Context: an optimization exercise on an open-source flow, tuned for small area and a short achievable clock period. The choices shown serve that exercise and are no tape-out recipe.
The RTL was checked by simulation tests, not by an equivalence proof against the original design.
No activity file was given, so power comes from the tool's default toggle rates.

==> flow/design.v (outline; a module is shown in full before it is edited, if it fits) <==
// module rw_field: 15 lines
// module rwa_field: 16 lines
// module rws_field: 18 lines
// module afvip_au: 801 lines
// module afvip: 149 lines
module afvip #(
    parameter TP = 0
)(
    input            clk        ,
    input            rst_n      ,
    output           afvip_intr ,
    input            psel       ,
    input            penable    ,
    input     [15:0] paddr      ,
    input            pwrite     ,
    input     [31:0] pwdata     ,
    output           pready     ,
    output    [31:0] prdata     ,
    output           pslverr
);
  // ...
==> flow/flow/run.sh <==
#!/bin/bash
set -euo pipefail
export SETUP_SLACK_MARGIN=8.5
bash standard.sh finish > standard.log 2>&1
==> flow/standard.sh <==
#!/bin/bash
# synth_recipe.tcl (not shown) runs the flow's synth.tcl, then flattens the netlist and writes it again
# the make line also repeats each setting of config.mk as NAME=value (left out here)
make -C /OpenROAD-flow-scripts/flow DESIGN_CONFIG=/design/flow/config.mk WORK_HOME=/design/flow/orfs CLKGATE_MAP_FILE= SYNTH_SCRIPT=/design/flow/synth_recipe.tcl "${@:-finish}"
==> flow/config.mk <==
export PLATFORM = sky130hd
export DESIGN_NAME = afvip
export DESIGN_NICKNAME = afvip
export VERILOG_FILES = /design/flow/design.v
export SDC_FILE = /design/flow/constraint.sdc
export NUM_CORES = 8
export LEC_CHECK = 0
export ABC_AREA = 1
export CAP_MARGIN = 20
export CORE_MARGIN = 2
export CORE_UTILIZATION = 60
export PLACE_DENSITY = 0.7
export SLEW_MARGIN = 20
==> flow/constraint.sdc <==
create_clock -name core_clock -period 13.0 [get_ports {clk}]
set_input_delay 2.6000 -clock core_clock [delete_from_list [all_inputs] [get_ports {clk}]]
set_output_delay 2.6000 -clock core_clock [all_outputs]
set_load 0.01 [all_outputs]
==> reports/results.tsv, run 1 <==
metric	value	unit
status	no timing/DRC/antenna violations	
register area	36950	µm²
TritonCTS clock tree	done	
slowest CP cell	edfxtp_1	
Tot Pwr	8.899	mW
Syn Std Cell Area	65080	µm²
Seq/Total Area, Yosys	0.5675	
reg2reg path depth	12	
Area contributors post-synth	edfxtp_1, nand3_1, nand2_1	
Final Hold Viols	0	
max layer used	met5	
Vias	58850	
area of the multi-input gates	27350	µm²
drt pass-1 iters	10	
ant diodes	26	
multi-input combinational cell count	4412	
cell internal pwr	6.745	mW
Top Consumer	registers	
Worst Hold Margin	0.4617	ns
setup TNS	0	ns
number of port buffers	86	
seq_cells	1283	
M1 GR Usage	0.6277	
share of post-route cells with drive strength above 1	0.1650	
WS Path Type	flop to flop	
Initial Utilization	0.6063	
CP Depth	12	
I/O pins	88	
Synth Area in XOR/XNOR	0.04024	
multi-input combinational area share	0.3473	
DIE AREA	111100	µm²
vias in the first global route	53280	
row cnt	120	
inverters	391	
Top delay family on crit path	adder cells	
crit path time final	4.605	ns
Setup Fix Bufs, Post-CTS	121	
# fillers	7359	
Syn-to-layout area delta	21.02	%
crit-path cells	clkinvlp_4 > buf_4 > o22ai_2 > xor2_1 > fa_1 > fa_1 > inv_1 > fa_1 > fa_1 > fa_1 > nand2_1 > o21ai_0	
commonest cells after routing, fill and taps aside	nand2_1, nand3_1, edfxtp_1	
RSZ-0062 raised after global routing	yes	
combinational share of power	0.066	
bufs w/o clock	504	
==> module afvip, before the edit <==
module afvip #(
    parameter TP = 0
)(
    input            clk        ,
    input            rst_n      ,
    output           afvip_intr ,
    input            psel       ,
    input            penable    ,
    input     [15:0] paddr      ,
    input            pwrite     ,
    input     [31:0] pwdata     ,
    output           pready     ,
    output    [31:0] prdata     ,
    output           pslverr
);
integer i;
wire        a_low    = ~|paddr[15:8];
wire        a_work   = a_low & ~paddr[7] & ~|paddr[1:0];
wire        a_cfg    = a_low & (paddr[7:0] == 8'h80);
wire        a_sts    = a_low & (paddr[7:0] == 8'h84);
wire        a_clr    = a_low & (paddr[7:0] == 8'h88);
wire        a_ctl    = a_low & (paddr[7:0] == 8'h8C);
wire [4:0]  a_idx    = paddr[6:2];
wire        wr_acc   = psel & penable & pwrite;
wire        rd_setup = psel & ~penable & ~pwrite;
wire        we_work  = wr_acc & a_work;
wire        we_cfg   = wr_acc & a_cfg;
wire        we_clr   = wr_acc & a_clr;
wire        we_ctl   = wr_acc & a_ctl;
reg  [2:0]  op;
reg  [4:0]  rs0, rs1, dst;
reg  [7:0]  imm;
reg         mul, y_imm, c_b, c_imm, op_ok;
wire [2:0]  wop = pwdata[2:0];
always @(posedge clk or negedge rst_n)
if (~rst_n) begin
  op <= 3'd0; rs0 <= 5'd0; rs1 <= 5'd0; dst <= 5'd0; imm <= 8'd0;
  mul <= 1'b0; y_imm <= 1'b0; c_b <= 1'b0; c_imm <= 1'b0; op_ok <= 1'b1;
end else if (we_cfg) begin
  op <= wop; rs0 <= pwdata[7:3]; rs1 <= pwdata[12:8]; dst <= pwdata[20:16]; imm <= pwdata[31:24];
  mul   <= (wop == 3'd1) | (wop == 3'd3) | (wop == 3'd4);
  y_imm <= (wop == 3'd1);
  c_b   <= (wop == 3'd2);
  c_imm <= (wop == 3'd4);
  op_ok <= (wop < 3'd5);
end
reg         clr_err, clr_fin, start;
always @(posedge clk or negedge rst_n)
if (~rst_n) begin
  clr_err <= 1'b0; clr_fin <= 1'b0; start <= 1'b0;
end else begin
  clr_err <= we_clr & pwdata[0];
  clr_fin <= we_clr & pwdata[1];
  start   <= we_ctl & pwdata[0];
end
reg         err, fin;
always @(posedge clk or negedge rst_n)
if (~rst_n)                err <= 1'b0; else
if (start & ~op_ok)        err <= 1'b1; else
if (clr_err)               err <= 1'b0;
always @(posedge clk or negedge rst_n)
if (~rst_n)                fin <= 1'b0; else
if (start &  op_ok)        fin <= 1'b1; else
if (clr_fin)               fin <= 1'b0;
assign afvip_intr = err | fin;
reg         pend1;    
reg         pend2;    
wire [31:0] res;
wire        au_now = (pend1 | pend2) & ~we_work;
always @(posedge clk or negedge rst_n)
if (~rst_n) begin
  pend1 <= 1'b0; pend2 <= 1'b0;
end else begin
  pend1 <= start & op_ok;
  pend2 <= pend1 & we_work & (a_idx != dst);
end
wire [31:0] wbus  = we_work ? pwdata : res;
wire [31:0] a_hot = 32'd1 << a_idx;
wire [31:0] d_hot = 32'd1 << dst;
reg  [1023:0] wreg;
reg  [31:0]   vld;
wire [31:0]   wsel = ({32{we_work}} & a_hot) | ({32{au_now}} & d_hot);
always @(posedge clk)
  for (i = 0; i < 32; i = i + 1)
    if (wsel[i]) wreg[i*32 +: 32] <= wbus;
always @(posedge clk or negedge rst_n)
if (~rst_n) vld <= 32'd0;
else        vld <= vld | wsel;
reg         a_ok, b_ok;
wire [31:0] f_hot = vld & (32'd1 << (a_ok ? rs1 : rs0));
wire [31:0] r_hot = vld & a_hot & {32{a_work}} & ~({32{pend2}} & d_hot);
wire [31:0] rhot  = rd_setup ? r_hot : f_hot;
reg  [31:0] rval;
always @* begin
  rval = 32'd0;
  for (i = 0; i < 32; i = i + 1)
    rval = rval | (wreg[i*32 +: 32] & {32{rhot[i]}});
end
reg  [31:0] opa, opb;
wire        fill    = ~rd_setup;
wire        snp_a   = (we_work & (a_idx == rs0)) | (au_now & (dst == rs0));
wire        snp_b   = (we_work & (a_idx == rs1)) | (au_now & (dst == rs1));
wire        fill_a  = fill & ~a_ok;
wire        fill_b  = fill & a_ok & ~b_ok;
wire        ld_imm  = we_cfg & (wop == 3'd1);
wire        b_snp   = ~we_cfg & ~y_imm & snp_b;
wire        b_fill  = ~we_cfg & ~y_imm & ~snp_b & fill_b;
always @(posedge clk) begin
  if (snp_a)                opa <= wbus; else
  if (fill_a)               opa <= rval;
  if (ld_imm | b_snp | b_fill)
    opb <= ({32{ld_imm}} & {24'd0, pwdata[31:24]}) | ({32{b_snp}} & wbus) | ({32{b_fill}} & rval);
end
always @(posedge clk or negedge rst_n)
if (~rst_n) begin
  a_ok <= 1'b0; b_ok <= 1'b0;
end else if (we_cfg) begin
  a_ok <= 1'b0; b_ok <= ld_imm;
end else begin
  a_ok <= a_ok | fill | snp_a;
  b_ok <= b_ok | (fill & a_ok) | snp_b;
end
wire [95:0] cs;
reg  [95:0] st;
afvip_au afvip_au_i (.a(opa), .y(opb), .c(imm & {8{c_imm}}), .r(cs));
always @(posedge clk)
  st <= mul ? cs : {32'd0, (c_b ? opb : {24'd0, imm}), opa};
wire [31:0] r0 = st[31:0], r1 = st[63:32], r2 = st[95:64];
wire [31:0] cs_s = r0 ^ r1 ^ r2;
wire [31:0] cs_c = (r0 & r1) | (r0 & r2) | (r1 & r2);
assign res = cs_s + {cs_c[30:0], 1'b0};
wire        fwd      = a_work & pend2 & (a_idx == dst);
wire [31:0] rdata    = rval
                     | ({32{fwd   }} & res)
                     | ({32{a_cfg }} & {imm, 3'd0, dst, 3'd0, rs1, rs0, op})
                     | ({32{a_sts }} & {30'd0, fin, err})
                     | ({32{a_clr }} & {30'd0, clr_fin, clr_err})
                     | ({32{a_ctl }} & {31'd0, start});
wire        dec_ok   = a_work | a_cfg | a_clr | a_ctl | (a_sts & ~pwrite);
reg  [31:0] prdata_r;
reg         pslverr_r;
always @(posedge clk) begin
  prdata_r  <= rdata;
  pslverr_r <= ~dec_ok;
end
assign prdata  = prdata_r;
assign pslverr = pslverr_r;
assign pready  = 1'b1;
endmodule
==> inputs of run 2 (changes only) <==
--- a/flow/design.v
+++ b/flow/design.v
@@ -49,17 +49,17 @@
 if (~rst_n) q <= RST_VALUE; else  
 if (a_en)   q <= a_d      ; else  
 if (b_en)   q <= b_d      ;       
 endmodule
 module afvip_au (
   input  [31:0] a,
   input  [31:0] y,
   input  [7:0]  c,
-  output [95:0] r
+  output [127:0] r
 );
   wire [32:0] yx = {y, 1'b0};
   wire [15:0] one, two, neg;
   genvar g;
   for (g = 0; g < 16; g = g + 1) begin : g_booth
     assign one[g] = yx[2*g+1] ^ yx[2*g];
     assign two[g] = (yx[2*g+2] & ~yx[2*g+1] & ~yx[2*g]) | (~yx[2*g+2] & yx[2*g+1] & yx[2*g]);
     assign neg[g] = yx[2*g+2];
@@ -690,171 +690,144 @@
   wire t623 = t510 ^ t512 ^ t514;
   wire t624 = (t510 & t512) | (t510 & t514) | (t512 & t514);
   wire t625 = t511 ^ t513 ^ t515;
   wire t626 = (t511 & t513) | (t511 & t515) | (t513 & t515);
   wire t627 = t516 ^ t518 ^ t520;
   wire t628 = (t516 & t518) | (t516 & t520) | (t518 & t520);
   wire t629 = t517 ^ t519 ^ t521;
   wire t630 = t522 ^ t523 ^ t524;
-  wire t631 = t2 ^ t32 ^ neg[1];
-  wire t632 = (t2 & t32) | (t2 & neg[1]) | (t32 & neg[1]);
-  wire t633 = t3 ^ t33 ^ c[3];
-  wire t634 = (t3 & t33) | (t3 & c[3]) | (t33 & c[3]);
-  wire t635 = t525 ^ neg[2] ^ c[4];
-  wire t636 = (t525 & neg[2]) | (t525 & c[4]) | (neg[2] & c[4]);
-  wire t637 = t526 ^ t527 ^ c[5];
-  wire t638 = (t526 & t527) | (t526 & c[5]) | (t527 & c[5]);
-  wire t639 = t528 ^ t529 ^ t531;
-  wire t640 = (t528 & t529) | (t528 & t531) | (t529 & t531);
-  wire t641 = t530 ^ t532 ^ t533;
-  wire t642 = (t530 & t532) | (t530 & t533) | (t532 & t533);
-  wire t643 = t534 ^ t536 ^ t537;
-  wire t644 = (t534 & t536) | (t534 & t537) | (t536 & t537);
-  wire t645 = t538 ^ t540 ^ t541;
-  wire t646 = (t538 & t540) | (t538 & t541) | (t540 & t541);
-  wire t647 = t542 ^ t544 ^ t545;
-  wire t648 = (t542 & t544) | (t542 & t545) | (t544 & t545);
-  wire t649 = t546 ^ t548 ^ t549;
-  wire t650 = (t546 & t548) | (t546 & t549) | (t548 & t549);
-  wire t651 = t550 ^ t552 ^ t553;
-  wire t652 = (t550 & t552) | (t550 & t553) | (t552 & t553);
-  wire t653 = t554 ^ t556 ^ t557;
-  wire t654 = (t554 & t556) | (t554 & t557) | (t556 & t557);
-  wire t655 = t558 ^ t560 ^ t561;
-  wire t656 = (t558 & t560) | (t558 & t561) | (t560 & t561);
-  wire t657 = t562 ^ t564 ^ t565;
-  wire t658 = (t562 & t564) | (t562 & t565) | (t564 & t565);
-  wire t659 = t566 ^ t568 ^ t569;
-  wire t660 = (t566 & t568) | (t566 & t569) | (t568 & t569);
-  wire t661 = t570 ^ t572 ^ t573;
-  wire t662 = (t570 & t572) | (t570 & t573) | (t572 & t573);
-  wire t663 = t574 ^ t576 ^ t577;
-  wire t664 = (t574 & t576) | (t574 & t577) | (t576 & t577);
-  wire t665 = t578 ^ t580 ^ t581;
-  wire t666 = (t578 & t580) | (t578 & t581) | (t580 & t581);
-  wire t667 = t582 ^ t584 ^ t585;
-  wire t668 = (t582 & t584) | (t582 & t585) | (t584 & t585);
-  wire t669 = t586 ^ t588 ^ t589;
-  wire t670 = (t586 & t588) | (t586 & t589) | (t588 & t589);
-  wire t671 = t590 ^ t592 ^ t593;
-  wire t672 = (t590 & t592) | (t590 & t593) | (t592 & t593);
-  wire t673 = t594 ^ t596 ^ t597;
-  wire t674 = (t594 & t596) | (t594 & t597) | (t596 & t597);
-  wire t675 = t598 ^ t600 ^ t601;
-  wire t676 = (t598 & t600) | (t598 & t601) | (t600 & t601);
-  wire t677 = t602 ^ t604 ^ t605;
-  wire t678 = (t602 & t604) | (t602 & t605) | (t604 & t605);
-  wire t679 = t606 ^ t608 ^ t609;
-  wire t680 = (t606 & t608) | (t606 & t609) | (t608 & t609);
-  wire t681 = t610 ^ t612 ^ t613;
-  wire t682 = (t610 & t612) | (t610 & t613) | (t612 & t613);
-  wire t683 = t614 ^ t616 ^ t617;
-  wire t684 = (t614 & t616) | (t614 & t617) | (t616 & t617);
-  wire t685 = t618 ^ t620 ^ t621;
-  wire t686 = (t618 & t620) | (t618 & t621) | (t620 & t621);
-  wire t687 = t622 ^ t624 ^ t625;
-  wire t688 = (t622 & t624) | (t622 & t625) | (t624 & t625);
-  wire t689 = t626 ^ t628 ^ t629;
   assign r[0] = t0;
   assign r[32] = neg[0];
   assign r[64] = c[0];
+  assign r[96] = 1'b0;
   assign r[1] = t1;
   assign r[33] = c[1];
   assign r[65] = 1'b0;
-  assign r[2] = t631;
-  assign r[34] = c[2];
-  assign r[66] = 1'b0;
-  assign r[3] = t632;
-  assign r[35] = t633;
-  assign r[67] = 1'b0;
-  assign r[4] = t634;
-  assign r[36] = t635;
-  assign r[68] = 1'b0;
-  assign r[5] = t636;
-  assign r[37] = t637;
-  assign r[69] = 1'b0;
-  assign r[6] = t638;
-  assign r[38] = t639;
-  assign r[70] = 1'b0;
-  assign r[7] = t640;
-  assign r[39] = t641;
-  assign r[71] = t535;
-  assign r[8] = t642;
-  assign r[40] = t643;
-  assign r[72] = t539;
-  assign r[9] = t644;
-  assign r[41] = t645;
-  assign r[73] = t543;
-  assign r[10] = t646;
-  assign r[42] = t647;
-  assign r[74] = t547;
-  assign r[11] = t648;
-  assign r[43] = t649;
-  assign r[75] = t551;
-  assign r[12] = t650;
-  assign r[44] = t651;
-  assign r[76] = t555;
-  assign r[13] = t652;
-  assign r[45] = t653;
-  assign r[77] = t559;
-  assign r[14] = t654;
-  assign r[46] = t655;
-  assign r[78] = t563;
-  assign r[15] = t656;
-  assign r[47] = t657;
-  assign r[79] = t567;
-  assign r[16] = t658;
-  assign r[48] = t659;
-  assign r[80] = t571;
-  assign r[17] = t660;
-  assign r[49] = t661;
-  assign r[81] = t575;
-  assign r[18] = t662;
-  assign r[50] = t663;
-  assign r[82] = t579;
-  assign r[19] = t664;
-  assign r[51] = t665;
-  assign r[83] = t583;
-  assign r[20] = t666;
-  assign r[52] = t667;
-  assign r[84] = t587;
-  assign r[21] = t668;
-  assign r[53] = t669;
-  assign r[85] = t591;
-  assign r[22] = t670;
-  assign r[54] = t671;
-  assign r[86] = t595;
-  assign r[23] = t672;
-  assign r[55] = t673;
-  assign r[87] = t599;
-  assign r[24] = t674;
-  assign r[56] = t675;
-  assign r[88] = t603;
-  assign r[25] = t676;
-  assign r[57] = t677;
-  assign r[89] = t607;
-  assign r[26] = t678;
-  assign r[58] = t679;
-  assign r[90] = t611;
-  assign r[27] = t680;
-  assign r[59] = t681;
-  assign r[91] = t615;
-  assign r[28] = t682;
-  assign r[60] = t683;
-  assign r[92] = t619;
-  assign r[29] = t684;
-  assign r[61] = t685;
-  assign r[93] = t623;
-  assign r[30] = t686;
-  assign r[62] = t687;
-  assign r[94] = t627;
-  assign r[31] = t688;
-  assign r[63] = t689;
-  assign r[95] = t630;
+  assign r[97] = 1'b0;
+  assign r[2] = t2;
+  assign r[34] = t32;
+  assign r[66] = neg[1];
+  assign r[98] = c[2];
+  assign r[3] = t3;
+  assign r[35] = t33;
+  assign r[67] = c[3];
+  assign r[99] = 1'b0;
+  assign r[4] = t525;
+  assign r[36] = neg[2];
+  assign r[68] = c[4];
+  assign r[100] = 1'b0;
+  assign r[5] = t526;
+  assign r[37] = t527;
+  assign r[69] = c[5];
+  assign r[101] = 1'b0;
+  assign r[6] = t528;
+  assign r[38] = t529;
+  assign r[70] = t531;
+  assign r[102] = 1'b0;
+  assign r[7] = t530;
+  assign r[39] = t532;
+  assign r[71] = t533;
+  assign r[103] = t535;
+  assign r[8] = t534;
+  assign r[40] = t536;
+  assign r[72] = t537;
+  assign r[104] = t539;
+  assign r[9] = t538;
+  assign r[41] = t540;
+  assign r[73] = t541;
+  assign r[105] = t543;
+  assign r[10] = t542;
+  assign r[42] = t544;
+  assign r[74] = t545;
+  assign r[106] = t547;
+  assign r[11] = t546;
+  assign r[43] = t548;
+  assign r[75] = t549;
+  assign r[107] = t551;
+  assign r[12] = t550;
+  assign r[44] = t552;
+  assign r[76] = t553;
+  assign r[108] = t555;
+  assign r[13] = t554;
+  assign r[45] = t556;
+  assign r[77] = t557;
+  assign r[109] = t559;
+  assign r[14] = t558;
+  assign r[46] = t560;
+  assign r[78] = t561;
+  assign r[110] = t563;
+  assign r[15] = t562;
+  assign r[47] = t564;
+  assign r[79] = t565;
+  assign r[111] = t567;
+  assign r[16] = t566;
+  assign r[48] = t568;
+  assign r[80] = t569;
+  assign r[112] = t571;
+  assign r[17] = t570;
+  assign r[49] = t572;
+  assign r[81] = t573;
+  assign r[113] = t575;
+  assign r[18] = t574;
+  assign r[50] = t576;
+  assign r[82] = t577;
+  assign r[114] = t579;
+  assign r[19] = t578;
+  assign r[51] = t580;
+  assign r[83] = t581;
+  assign r[115] = t583;
+  assign r[20] = t582;
+  assign r[52] = t584;
+  assign r[84] = t585;
+  assign r[116] = t587;
+  assign r[21] = t586;
+  assign r[53] = t588;
+  assign r[85] = t589;
+  assign r[117] = t591;
+  assign r[22] = t590;
+  assign r[54] = t592;
+  assign r[86] = t593;
+  assign r[118] = t595;
+  assign r[23] = t594;
+  assign r[55] = t596;
+  assign r[87] = t597;
+  assign r[119] = t599;
+  assign r[24] = t598;
+  assign r[56] = t600;
+  assign r[88] = t601;
+  assign r[120] = t603;
+  assign r[25] = t602;
+  assign r[57] = t604;
+  assign r[89] = t605;
+  assign r[121] = t607;
+  assign r[26] = t606;
+  assign r[58] = t608;
+  assign r[90] = t609;
+  assign r[122] = t611;
+  assign r[27] = t610;
+  assign r[59] = t612;
+  assign r[91] = t613;
+  assign r[123] = t615;
+  assign r[28] = t614;
+  assign r[60] = t616;
+  assign r[92] = t617;
+  assign r[124] = t619;
+  assign r[29] = t618;
+  assign r[61] = t620;
+  assign r[93] = t621;
+  assign r[125] = t623;
+  assign r[30] = t622;
+  assign r[62] = t624;
+  assign r[94] = t625;
+  assign r[126] = t627;
+  assign r[31] = t626;
+  assign r[63] = t628;
+  assign r[95] = t629;
+  assign r[127] = t630;
 endmodule
 `timescale 1ns/1ps
 module afvip #(
     parameter TP = 0
 )(
     input            clk        ,
     input            rst_n      ,
     output           afvip_intr ,
@@ -912,85 +885,90 @@
 if (~rst_n)                err <= 1'b0; else
 if (start & ~op_ok)        err <= 1'b1; else
 if (clr_err)               err <= 1'b0;
 always @(posedge clk or negedge rst_n)
 if (~rst_n)                fin <= 1'b0; else
 if (start &  op_ok)        fin <= 1'b1; else
 if (clr_fin)               fin <= 1'b0;
 assign afvip_intr = err | fin;
-reg         pend1;    
-reg         pend2;    
+reg         pend;     
 wire [31:0] res;
-wire        au_now = (pend1 | pend2) & ~we_work;
+reg         wb_v;
+reg  [4:0]  wb_idx;
+reg  [31:0] wb_dat;
 always @(posedge clk or negedge rst_n)
 if (~rst_n) begin
-  pend1 <= 1'b0; pend2 <= 1'b0;
+  pend <= 1'b0; wb_v <= 1'b0;
 end else begin
-  pend1 <= start & op_ok;
-  pend2 <= pend1 & we_work & (a_idx != dst);
+  pend <= start & op_ok;
+  wb_v <= we_work;
 end
-wire [31:0] wbus  = we_work ? pwdata : res;
-wire [31:0] a_hot = 32'd1 << a_idx;
+always @(posedge clk) begin
+  wb_idx <= a_idx;
+  wb_dat <= pwdata;
+end
+wire [31:0] wbus  = wb_v ? wb_dat : res;
 wire [31:0] d_hot = 32'd1 << dst;
+wire [31:0] w_hot = 32'd1 << wb_idx;
 reg  [1023:0] wreg;
 reg  [31:0]   vld;
-wire [31:0]   wsel = ({32{we_work}} & a_hot) | ({32{au_now}} & d_hot);
+wire [31:0]   wsel = ({32{wb_v}} & w_hot) | ({32{pend}} & d_hot);
 always @(posedge clk)
   for (i = 0; i < 32; i = i + 1)
     if (wsel[i]) wreg[i*32 +: 32] <= wbus;
 always @(posedge clk or negedge rst_n)
 if (~rst_n) vld <= 32'd0;
 else        vld <= vld | wsel;
 reg         a_ok, b_ok;
-wire [31:0] f_hot = vld & (32'd1 << (a_ok ? rs1 : rs0));
-wire [31:0] r_hot = vld & a_hot & {32{a_work}} & ~({32{pend2}} & d_hot);
+wire [4:0]  f_idx = a_ok ? rs1 : rs0;
+wire [31:0] r_vld = vld & ~({32{wb_v}} & w_hot);           
+wire [31:0] f_hot = r_vld & (32'd1 << f_idx);
+wire [31:0] r_hot = r_vld & (32'd1 << a_idx) & {32{a_work}};
 wire [31:0] rhot  = rd_setup ? r_hot : f_hot;
+wire        r_fwd = wb_v & (rd_setup ? (a_work & (a_idx == wb_idx)) : (f_idx == wb_idx));
 reg  [31:0] rval;
 always @* begin
-  rval = 32'd0;
+  rval = {32{r_fwd}} & wb_dat;
   for (i = 0; i < 32; i = i + 1)
     rval = rval | (wreg[i*32 +: 32] & {32{rhot[i]}});
 end
 reg  [31:0] opa, opb;
 wire        fill    = ~rd_setup;
-wire        snp_a   = (we_work & (a_idx == rs0)) | (au_now & (dst == rs0));
-wire        snp_b   = (we_work & (a_idx == rs1)) | (au_now & (dst == rs1));
+wire        au_a    = pend & (dst == rs0);
+wire        au_b    = pend & (dst == rs1);
 wire        fill_a  = fill & ~a_ok;
 wire        fill_b  = fill & a_ok & ~b_ok;
-wire        ld_imm  = we_cfg & (wop == 3'd1);
-wire        b_snp   = ~we_cfg & ~y_imm & snp_b;
-wire        b_fill  = ~we_cfg & ~y_imm & ~snp_b & fill_b;
 always @(posedge clk) begin
-  if (snp_a)                opa <= wbus; else
+  if (au_a)                 opa <= res; else
   if (fill_a)               opa <= rval;
-  if (ld_imm | b_snp | b_fill)
-    opb <= ({32{ld_imm}} & {24'd0, pwdata[31:24]}) | ({32{b_snp}} & wbus) | ({32{b_fill}} & rval);
+  if (au_b & ~y_imm)        opb <= res; else
+  if (fill_b)               opb <= y_imm ? {24'd0, imm} : rval;
 end
 always @(posedge clk or negedge rst_n)
 if (~rst_n) begin
   a_ok <= 1'b0; b_ok <= 1'b0;
 end else if (we_cfg) begin
-  a_ok <= 1'b0; b_ok <= ld_imm;
+  a_ok <= 1'b0; b_ok <= 1'b0;
 end else begin
-  a_ok <= a_ok | fill | snp_a;
-  b_ok <= b_ok | (fill & a_ok) | snp_b;
+  a_ok <= (a_ok | fill | au_a) & ~(we_work & (a_idx == rs0));
+  b_ok <= (b_ok | (fill & a_ok) | au_b) & ~(we_work & (a_idx == rs1) & ~y_imm);
 end
-wire [95:0] cs;
-reg  [95:0] st;
+wire [127:0] cs;
+reg  [127:0] st;
 afvip_au afvip_au_i (.a(opa), .y(opb), .c(imm & {8{c_imm}}), .r(cs));
 always @(posedge clk)
-  st <= mul ? cs : {32'd0, (c_b ? opb : {24'd0, imm}), opa};
-wire [31:0] r0 = st[31:0], r1 = st[63:32], r2 = st[95:64];
-wire [31:0] cs_s = r0 ^ r1 ^ r2;
-wire [31:0] cs_c = (r0 & r1) | (r0 & r2) | (r1 & r2);
-assign res = cs_s + {cs_c[30:0], 1'b0};
-wire        fwd      = a_work & pend2 & (a_idx == dst);
+  st <= mul ? cs : {64'd0, (c_b ? opb : {24'd0, imm}), opa};
+wire [31:0] r0 = st[31:0], r1 = st[63:32], r2 = st[95:64], r3 = st[127:96];
+wire [31:0] s1 = r0 ^ r1 ^ r2;
+wire [31:0] c1 = {(r0[30:0] & r1[30:0]) | (r0[30:0] & r2[30:0]) | (r1[30:0] & r2[30:0]), 1'b0};
+wire [31:0] s2 = s1 ^ c1 ^ r3;
+wire [31:0] c2 = {(s1[30:0] & c1[30:0]) | (s1[30:0] & r3[30:0]) | (c1[30:0] & r3[30:0]), 1'b0};
+assign res = s2 + c2;
 wire [31:0] rdata    = rval
-                     | ({32{fwd   }} & res)
                      | ({32{a_cfg }} & {imm, 3'd0, dst, 3'd0, rs1, rs0, op})
                      | ({32{a_sts }} & {30'd0, fin, err})
                      | ({32{a_clr }} & {30'd0, clr_fin, clr_err})
                      | ({32{a_ctl }} & {31'd0, start});
 wire        dec_ok   = a_work | a_cfg | a_clr | a_ctl | (a_sts & ~pwrite);
 reg  [31:0] prdata_r;
 reg         pslverr_r;
 always @(posedge clk) begin
==> flow/config.mk (replaced) <==
export PLATFORM = sky130hd
export DESIGN_NAME = afvip
export DESIGN_NICKNAME = afvip
export VERILOG_FILES = /design/flow/design.v
export SDC_FILE = /design/flow/constraint.sdc
export NUM_CORES = 8
export LEC_CHECK = 0
export ABC_AREA = 1
export CAP_MARGIN = 20
export CORE_MARGIN = 2
export CORE_UTILIZATION = 55
export PLACE_DENSITY = 0.65
export SLEW_MARGIN = 20
==> run 2 against run 1 <==
Die area up 11%. Sequential cell count rose by 68. Combinational power fell by 48%. Cell area down 1.0%. Total power rose by 1.6%. Critical endpoint is now wreg[214]. Worst setup slack improved by 0.042 ns. Largest power group unchanged. Highest routed layer unchanged. Register-to-register slack gained 0.04 ns. Global-route usage fell by 7.2 points.
==> reports/results.tsv, run 2 <==
metric	value	unit	change
status	no timing/DRC/antenna violations		unchanged
CP Depth	11		was 12
largest registers	wreg: 1024 flops, st: 121 flops		was wreg: 1024 flops, st: 90 flops
most common cell after layout, fill and taps aside	nand2_1		unchanged
Peak VDD IR	0.1400	mV	was 0.1508 mV
TritonCTS clock tree	done		unchanged
vias in the first global route	50880		was 53280
DIE AREA	122900	µm²	was 111100 µm²
worst-skew pair later-pin latency	0.82	ns	was 0.81 ns
clk sink count	1351		was 1283
Area contributors post-synth	edfxtp_1, nand2_1, nand3_1		was edfxtp_1, nand3_1, nand2_1
Non-Filler Instances	8526		was 8261
final net count	7099		was 7035
RSZ-0062 raised after global routing	yes		unchanged
fin crit share	0.3510		was 0.3543
routed vias/inst	6.350		was 7.123
max-cap violations	0		unchanged
Metal-1 WL	94.77	mm	was 92.24 mm
I/O pins	88		unchanged
Final Hold Viols	0		unchanged
crit path time final	4.563	ns	was 4.605 ns
First DRT Iteration DRCs	8188		was 12580
reg2reg path depth	11		was 12
warnings from Yosys	1		unchanged
Residual DRC	0		unchanged
Top delay family on crit path	adder cells		unchanged
gr ovfl total	0		unchanged
Vias	54140		was 58850
FF+latch count, synth	1351		was 1283
max-slew violation count	0		unchanged
Synth cell types	55		unchanged
Syn-to-layout area delta	18.03	%	was 21.02%
syn_nets	6850		was 6768
CP Capture Type	flop		unchanged
DP Wirelength	180.1	mm	was 159.5 mm
share of post-route cells with drive strength above 1	0.1444		was 0.1650
FF-to-FF End	wreg[214]		was st[59]
crit-path cells	fa_1 > fa_1 > ha_1 > a21oi_1 > o21ai_0 > a21oi_2 > nand3_1 > nand2_1 > nand3_1 > nand2_1 > buf_6		was clkinvlp_4 > buf_4 > o22ai_2 > xor2_1 > fa_1 > fa_1 > inv_1 > fa_1 > fa_1 > fa_1 > nand2_1 > o21ai_0
Die Wd	350.5	µm	was 333.4 µm
Crit path largest cell delay	0.57	ns	was 0.71 ns
first-pass GRT wire length	385.6	mm	was 403.9 mm
worst r2r src	st[21]		was opa[17]
GP Congestion	1.053		was 1.031
Largest register FFs	1024		unchanged
slowest CP cell	fa_1		was edfxtp_1
cts hold-fix bufs	0		unchanged
gr usage total	0.4549		was 0.5273
post-synth top area share	0.4946		was 0.5020
Final Setup Violations	0		unchanged
Seq/Total Area, Yosys	0.5798		was 0.5675
CP Capture Point	wreg[214]		was st[59]
Post-synth EDFFs	1088		unchanged
r2r setup slk	8.44	ns	was 8.39 ns
Routed WL per cell	33.16	µm	was 37.37 µm
Largest Register	wreg		unchanged
drt pass-1 iters	9		was 10
cells after synthesis	6540		was 6459
P_leak	31.97	nW	was 31.88 nW
Critical Path Start Type	flop		unchanged
number of port buffers	86		unchanged
worst rel slew slack	0.2157		was 0.1878
cell with the most instances after synthesis	nand2_1		unchanged
Hold/Removal Path Class	flop to flop		unchanged
initial antenna violation count	11		was 24
met3 wire length	37.66	mm	was 58.29 mm
core area	119500	µm²	was 107400 µm²
CTS clk-pin slew, worst paths	0.06	ns	about the same
Detail Route Antenna Nets	0		unchanged
H-tree levels	4		unchanged
Yosys top cell by area	edfxtp_1		unchanged
clock buffer depth	3		unchanged
Most used DFF post-synth	edfxtp_1		unchanged
max layer used	met5		unchanged
Syn Std Cell Area	66050	µm²	was 65080 µm²
CP arrival	5.08	ns	was 5.20 ns
pin count of the biggest net entering global routing	72		was 102
Initial Utilization	0.5528		was 0.6063
dpl cells	8090		was 7727
die height	350.5	µm	was 333.4 µm
Mean Syn Cell Area	10.10	µm²	was 10.08 µm²
Peak Freq	219.1	MHz	was 217.1 MHz
power density over cell area	116.0	nW/µm²	was 113.0 nW/µm²
Synth async-reset ratio	0.05329		was 0.05612
most frequent cells after synthesis	nand2_1, edfxtp_1, nand3_1		was nand2_1, nand3_1, edfxtp_1
Tot Pwr	9.045	mW	was 8.899 mW
Critical Path Fanout Max	32		was 8
Worst Setup SP	st[21]		was opa[17]
WP buf/inv	1		was 3
transition time at the pin with the least slew margin	1.169	ns	was 1.215 ns
Req. time, crit path	13.52	ns	was 13.60 ns
Routed WL	282.7	mm	was 308.7 mm
setup TNS	0	ns	unchanged
commonest cells after routing, fill and taps aside	nand2_1, edfxtp_1, nand3_1		was nand2_1, nand3_1, edfxtp_1
WS Path Type	flop to flop		unchanged
metal2 WL	124.0	mm	was 123.2 mm
Clock Root Buffer	clkbuf_16		unchanged
Clock Skews	0.03997	ns	was 0.06470 ns
row cnt	127		was 120
cts bufs inserted	144		was 134
-- run 2: cell types whose count changed after synthesis, moves of 17 or more --
| cell | change |
|---|---|
| nand2_1 | +56 |
| dfxtp_1 | +68 |
| buf_2 | -61 |
| inv_1 | +170 |
| o21ai_0 | -17 |
| nand3_1 | -211 |
| nor2_1 | +94 |
-- run 2: cell type report --
cell class / count / area (µm²)
clock inverter: 74 / 644.4
sequential: 1351 / 38310
tap: 1612 / 2017
inverter: 565 / 2243
timing repair inverter: 4 / 28.78
antenna: 3 / 7.507
timing repair buffer: 411 / 4425
clock buffer: 194 / 3978
multi-input combinational: 4312 / 26310
fill: 9510 / 41540
-- run 2: per-layer routing --
layer / vias up / global-route usage
met1: 26080 / 0.5461
met2: 4305 / 0.6824
li1: 22690 / -
met5: - / 0.005102
met3: 1062 / 0.1443
met4: 4 / 0.3522
-- run 2: worst min path at each step --
stage | from | to | slack [ns] | depth (start not counted)
CTS | vld[7] | vld[7] | 0.46 | 1
detailed placement | vld[7] | vld[7] | 0.45 | 1
finish | vld[7] | vld[7] | 0.47 | 1
global placement | vld[7] | vld[7] | 0.45 | 1
floorplan | vld[7] | vld[7] | 0.43 | 1
global route | vld[26] | vld[26] | 0.48 | 1
-- run 2: report_power, final --
group          switching (mW)  internal (mW)  total, mW
combinational           0.207          0.101      0.308
sequential             0.0237           4.63       4.66
clock                    1.78           2.30       4.08
total                    2.01           7.04       9.04
-- run 2: repair_timing --
action | CTS | global route
setup endpoints to repair | 375 | 486
buffers inserted | 78 | 56
pin swaps | 54 | 68
cloned | 21 | 10
resized for setup | 462 | 211
-- run 2: worst register-to-register path: cells and delay by family (launching register included) --
kind            cells  cell delay, ns
compound gates      3            0.94
fa+ha+maj           3            1.46
buf+inv             1            0.40
flops               1            0.32
simple gates        4            1.10
-- run 2: through the flow --
stage                       util  worst slack, ns  instance area (µm²)  hold slack [ns]
after floorplan                -            8.164                66060           0.4324
after global placement    0.5792            5.668                69210           0.4455
after detailed placement  0.5793            5.616                69220           0.4467
after CTS                 0.6405            8.413                76530           0.4607
after global routing      0.6524            8.461                77950           0.4826
final                     0.6524            8.437                77960           0.4655
-- run 2: kinds of logic (layout without fill, tap and decap cells) --
kind of cell,after synthesis,after routing,synth area share
flip-flops,1351,1351,0.5798
AND/OR/NAND/NOR,3232,3234,0.2085
XOR/XNOR,283,283,0.03753
AO/OA/AOI/OAI,534,537,0.04853
buffers and inverters,882,1248,0.05425
adder cells (fa/ha/maj),257,257,0.07130
other,1,4,0.00005677

==> what the ideal ports hide <==
The flow's constraints put no driver on any port. The routed layouts listed below were extracted and timed again, unchanged, in two steps. Step 1: set_driving_cell puts a clkbuf_16 on clk and a buf_2 on each other input, an assumption about the parent block. Step 2 also shifts input and output timing later by t, the mid clock arrival at the registers, as if the neighbouring blocks saw the same clock. Slacks: no drivers / after step 1 / after step 2; pairs: no drivers / after step 1.
run	t (ns)	slack for setup (ns)	hold WS [ns]	worst register clock-pin slew, ns
run 1	0.859	8.395 / 8.395 / 7.603	0.462 / 0.462 / 0.462	0.07 / 0.07
run 2	0.877	8.437 / 8.410 / 7.542	0.465 / 0.465 / 0.465	0.07 / 0.07
After both steps every run listed still meets setup and hold. For run 2, which loses most, drivers alone change the setup slack by -0.027 ns; drivers and shift together by -0.895 ns.
